From an optimization exercise on the open Yosys and OpenROAD flow, aimed at small area; shortcuts taken in it are not production practice. Function was checked by simulation only, so behaviour that the tests miss may differ from the original. No activity file was given, so power comes from the tool's default toggle rates.

==> flow/design.v <==
module ALU #(
    parameter [8:0] FAST = 9'b000000000,   
    parameter integer K = 3                
) (
    input  wire [7:0] a,
    input  wire [7:0] b,
    input  wire [2:0] op,
    output wire [7:0] result
);
    wire is_mul = (op == 3'd3);
    wire is_dv  = op[2] & (op[0] ^ op[1]);    
    wire is_div = (op == 3'd5);
    wire inv    = is_dv | (op == 3'd4);       
    wire [7:0] bx = b ^ {8{inv}};
    wire [8:0] nz;
    assign nz[8] = 1'b1;
    genvar w, j;
    generate
        for (w = 7; w >= 1; w = w - 1) begin : g_nz
            assign nz[w] = nz[w + 1] & ~b[w];
        end
    endgenerate
    wire [7:0] q;
    wire [7:0] rr [0:8];
    assign rr[8] = 8'd0;
    wire [K-1:0] rk;    
    generate
        for (w = 1; w <= 8; w = w + 1) begin : g_st
            localparam P = w % 2;              
            wire [w-1:0] t;                     
            wire [w:0]   d;                     
            wire [w-1:0] y;                     
            wire         cin;                   
            if (w == K + 1) begin : g_tk
                assign t[K:1] = rk;
            end else if (w > 1) begin : g_t
                assign t[w-1:1] = rr[9 - w][w-2:0];
            end
            if (w <= K) begin : g_ytop
                assign t[0] = a[8 - w] ^ P[0];
                assign y = ~b[w-1:0] ^ {w{P[0]}};
                assign cin = 1'b1 ^ P[0];
            end else begin : g_y
                assign t[0] = (a[8 - w] & ~is_mul) ^ P[0];
                assign y = bx[w-1:0] ^ {w{P[0]}};
                assign cin = inv ^ P[0];
            end
            if (FAST[w]) begin : g_fast
                wire [w-1:0] tt = t ^ {w{P[0]}};
                wire [w-1:0] yt = y ^ {w{P[0]}};
                assign d = ({1'b0, tt} + {1'b0, yt} + {{w{1'b0}}, cin ^ P[0]}) ^ {(w+1){P[0]}};
            end else begin : g_rip
                wire [w:0] c;
                assign c[0] = cin;
                for (j = 0; j < w; j = j + 1) begin : g_b
                    assign d[j]   = t[j] ^ y[j] ^ c[j];
                    assign c[j+1] = (t[j] & y[j]) | (t[j] & c[j]) | (y[j] & c[j]);
                end
                assign d[w] = c[w];
            end
            wire ge = nz[w] & (d[w] ^ P[0]);
            assign q[8 - w] = ge;
            wire sel;
            if (w <= K) begin : g_stop
                assign sel = ge;
            end else if (w == 8) begin : g_slast
                assign sel = is_mul ? a[0] : is_dv ? ge : 1'b1;
            end else begin : g_smid
                assign sel = is_mul ? a[8 - w] : (is_dv & ge);
            end
            assign rr[8 - w][w-1:0] = ~(sel ? d[w-1:0] : t);
            if (w < 8) begin : g_pad
                assign rr[8 - w][7:w] = {(8 - w){1'b0}};
            end
        end
    endgenerate
    localparam PK = (K + 1) % 2;
    wire [K-1:0] mk = a[7:8-K] * b[K-1:0];
    assign rk = is_mul ? (mk ^ {K{PK[0]}}) : is_dv ? rr[8-K][K-1:0] : (a[7:8-K] ^ {K{PK[0]}});
    assign result = is_div ? q : ~rr[0];
endmodule
module queue_with_controller (
    input  wire       clk,
    input  wire       rst,
    input  wire       shift,
    input  wire [7:0] back,
    input  wire       inc,
    input  wire       dec,
    input  wire       set_err,
    output wire [7:0] a,
    output wire [7:0] b,
    output wire [7:0] tail,
    output reg  [2:0] n,
    output reg        err
);
    reg [7:0] r0, r1, r2, r3, r4;
    always @(posedge clk) begin
        if (shift) begin
            r0 <= back;
            r1 <= r0;
            r2 <= r1;
            r3 <= r2;
            r4 <= r3;
        end
    end
    always @(posedge clk or posedge rst) begin
        if (rst) begin
            n   <= 3'd0;
            err <= 1'b0;
        end else begin
            if (inc)
                n <= n + 3'd1;
            else if (dec)
                n <= n - 3'd1;
            if (set_err)
                err <= 1'b1;
        end
    end
    reg [7:0] ra, rb;
    always @* begin
        case ({n[2], n[0]})
            2'd0: begin ra = r1; rb = r0; end
            2'd1: begin ra = r2; rb = r1; end
            2'd2: begin ra = r3; rb = r2; end
            2'd3: begin ra = r4; rb = r3; end
        endcase
    end
    assign a = ra;
    assign b = rb;
    assign tail = r0;
endmodule
module calculator(
    input wire clk,
    input wire rst,
    input wire[7:0] in,
    input wire[2:0] op,
    input wire apply,
    output wire[7:0] tail,
    output wire empty,
    output wire valid
);
    wire [7:0] a, b, result;
    wire [2:0] n;
    wire err;
    wire go     = apply & ~err;
    wire is_push = (op == 3'd0);
    wire is_pop  = (op == 3'd1);
    wire is_arith = (op != 3'd0) & (op != 3'd1) & (op != 3'd7);
    wire by_div  = op[2] & (op[0] ^ op[1]);
    wire full    = (n == 3'd5);
    wire none    = (n == 3'd0);
    wire two     = n[2] | n[1];            
    wire bzero   = (b == 8'd0);
    wire ok_push  = is_push & ~full;
    wire ok_pop   = is_pop & ~none;
    wire ok_arith = is_arith & two & ~(by_div & bzero);
    wire shift   = go & (ok_push | ok_arith);
    wire inc     = go & ok_push;
    wire dec     = go & (ok_pop | ok_arith);
    wire set_err = go & ~(ok_push | ok_pop | ok_arith);
    queue_with_controller queue (
        .clk(clk), .rst(rst),
        .shift(shift), .back(is_push ? in : result),
        .inc(inc), .dec(dec), .set_err(set_err),
        .a(a), .b(b), .tail(tail), .n(n), .err(err)
    );
    ALU alu (.a(a), .b(b), .op(op), .result(result));
    assign empty = none;
    assign valid = ~err;
endmodule
==> flow/config.mk <==
export PLATFORM = sky130hd
export DESIGN_NAME = calculator
export DESIGN_NICKNAME = calculator
export VERILOG_FILES = /design/flow/design.v
export SDC_FILE = /design/flow/constraint.sdc
export NUM_CORES = 4
export LEC_CHECK = 0
export ABC_AREA = 1
export CAP_MARGIN = 20
export CORE_MARGIN = 2
export CORE_UTILIZATION = 65
export SLEW_MARGIN = 20
==> flow/constraint.sdc <==
create_clock -name core_clock -period 15.0 [get_ports {clk}]
set_input_delay 3.0000 -clock core_clock [delete_from_list [all_inputs] [get_ports {clk}]]
set_output_delay 3.0000 -clock core_clock [all_outputs]
set_load 0.01 [all_outputs]
standard.sh (not shown) runs the stock make flow with config.mk's settings and CLKGATE_MAP_FILE= SYNTH_SCRIPT=/design/flow/synth_recipe.tcl, a recipe that flattens the netlist after the stock synthesis.
==> flow/flow/run.sh <==
#!/bin/bash
# The standard layout (standard.sh) with two changes:
#  1. After the standard synthesis, its combinational logic is mapped again by
#     ABC without the full-adder cells that synthesis extracted (reopt.ys). The
#     registers are untouched: same instances, names and cell types.
#  2. The buffers that buffer_ports puts on the ports use sky130_fd_sc_hd__buf_1.
# Each tool's output goes to a log of its own in this folder.
set -euo pipefail
here=$(cd "$(dirname "$0")" && pwd)
work=$(pwd)
res=$work/orfs/results/$FLOW_PLATFORM/calculator/base
lib=$FLOW_HOME/platforms/$FLOW_PLATFORM/lib/sky130_fd_sc_hd__tt_025C_1v80.lib
yosys=$(command -v yosys || echo "$FLOW_HOME/../tools/install/yosys/bin/yosys")
export BUFFER_PORTS_ARGS="-buffer_cell sky130_fd_sc_hd__buf_1"

# 1. standard synthesis
bash standard.sh synth > synth.log 2>&1
cp "$res/1_2_yosys.v" "$work/standard_synth.v"

# 2. map the combinational logic again
dont_use=$(sed -n '/^export DONT_USE_CELLS/,/^#/p' "$FLOW_HOME/platforms/$FLOW_PLATFORM/config.mk" \
  | grep -o 'sky130_fd_sc_hd__[A-Za-z0-9_]*' | sed 's/^/-dont_use /' | tr '\n' ' ')
script=$(tr -d '\n' < "$here/abc.script" | sed 's/[&|\\]/\\&/g')
sed -e "s|@LIB@|$lib|g" -e "s|@IN@|$work/standard_synth.v|g" -e "s|@OUT@|$work/reopt.v|g" \
    -e "s|@TOP@|$FLOW_TOP|g" -e "s|@DONT_USE@|$dont_use|g" -e "s|@SCRIPT@|$script|g" "$here/reopt.ys" > "$work/reopt_run.ys"
"$yosys" -l "$work/reopt.log" -s "$work/reopt_run.ys" > /dev/null 2>&1
cp "$work/reopt.v" "$res/1_2_yosys.v"
rm -f "$res/1_synth.odb" "$res/1_synth.sdc"

# 3. the rest of the standard layout, from the new netlist
bash standard.sh > layout.log 2>&1
==> flow/flow/abc.script <==
strash;&get,-n;&deepsyn,-T,30;&dch,-f;&nf,-R,1000,-p;&put;topo;dnsize;
==> flow/flow/reopt.ys <==
# Re-map the combinational cells of a mapped netlist; keep the registers.
read_liberty -ignore_miss_func @LIB@
blackbox sky130_fd_sc_hd__*df* sky130_fd_sc_hd__*dl* sky130_fd_sc_hd__conb_*
read_verilog @IN@
hierarchy -check -top @TOP@
flatten
opt_clean -purge
stat -liberty @LIB@
abc -liberty @LIB@ @DONT_USE@ -script +@SCRIPT@
# the cell types abc used were dropped by hierarchy; reload them as black boxes
read_liberty -lib @LIB@
opt_clean -purge
hilomap -singleton -hicell sky130_fd_sc_hd__conb_1 HI -locell sky130_fd_sc_hd__conb_1 LO
splitnets
opt_clean -purge
stat -liberty @LIB@
check -assert
write_verilog -noattr -nohex -nodec @OUT@
The starting point finished with timing, DRC and antenna clean.
==> next run, changes <==
--- a/flow/config.mk
+++ b/flow/config.mk
@@ -10,3 +10,3 @@
 export CORE_MARGIN = 2
-export CORE_UTILIZATION = 65
+export CORE_UTILIZATION = 40
 export SLEW_MARGIN = 20
=> The changed run finished clean; first-iteration DRC count is lower by 22%; routed wire length is higher by 3.4%; count of clock-buffer cells in the layout is lower by 1; non-clock buffer count is unchanged; worst setup slack gets better by 140 ps; final area is higher by 0.68%; final cell count is higher by 6.9%; core utilization is lower by 30 points; global-route usage is lower by 10 points; power is lower by 1.3%.
==> next run, changes <==
--- a/flow/config.mk
+++ b/flow/config.mk
@@ -8,5 +8,5 @@
 export ABC_AREA = 1
-export CAP_MARGIN = 20
+export CAP_MARGIN = 0
 export CORE_MARGIN = 2
 export CORE_UTILIZATION = 40
-export SLEW_MARGIN = 20
+export SLEW_MARGIN = 0
=>
- register-to-register slack is about the same
- synthesized area stays the same
- global-route usage is unchanged
- clock power hardly moves
- combinational power barely changes
- via count stays the same
- worst setup slack is unchanged
==> next run, changes <==
--- a/flow/config.mk
+++ b/flow/config.mk
@@ -8,5 +8,6 @@
 export ABC_AREA = 1
-export CAP_MARGIN = 0
+export CAP_MARGIN = 20
 export CORE_MARGIN = 2
-export CORE_UTILIZATION = 40
-export SLEW_MARGIN = 0
+export CORE_UTILIZATION = 65
+export GPL_TIMING_DRIVEN = 0
+export SLEW_MARGIN = 20
Global-route usage grows by 11 points.
Setup slack is worse by 280 ps.
Sequential share of layout area grows by 0.34 points.
Clock power grows by 3.6%.

[re-timing with driven ports]
The results above use ideal ports. As a check the final layouts listed here were re-extracted and re-timed, cells and wires unchanged. Step 1: set_driving_cell puts a clkbuf_16 on clk and a buf_2 on each other input, an assumption about the parent block. Step 2 moves the port delays by t, midway between the first and last clock arrival at a register: inputs arrive t later, outputs are due t later. That takes back most of the time a late clock gives input paths. Three values: no drivers, after step 1, after step 2; two values: the first two.
run	t, ns	setup WS [ns]	latest minus earliest clock arrival (ns)	slew at the worst register clock pin (ns)	pins driven straight from the clock port
the first run	0.321	0.784 / 0.792 / 0.471	0.010 / 0.010	0.08 / 0.08	1
the second run	0.315	0.921 / 0.929 / 0.615	0.009 / 0.009	0.08 / 0.08	1
the third run	0.315	0.921 / 0.929 / 0.615	0.009 / 0.009	0.08 / 0.08	1
the fourth run	0.321	0.640 / 0.644 / 0.323	0.015 / 0.016	0.09 / 0.09	1
After both steps setup and hold are still met in every run listed. The setup slack of the fourth run, which loses most, moves by +0.004 ns with the drivers and by -0.317 ns with both steps.
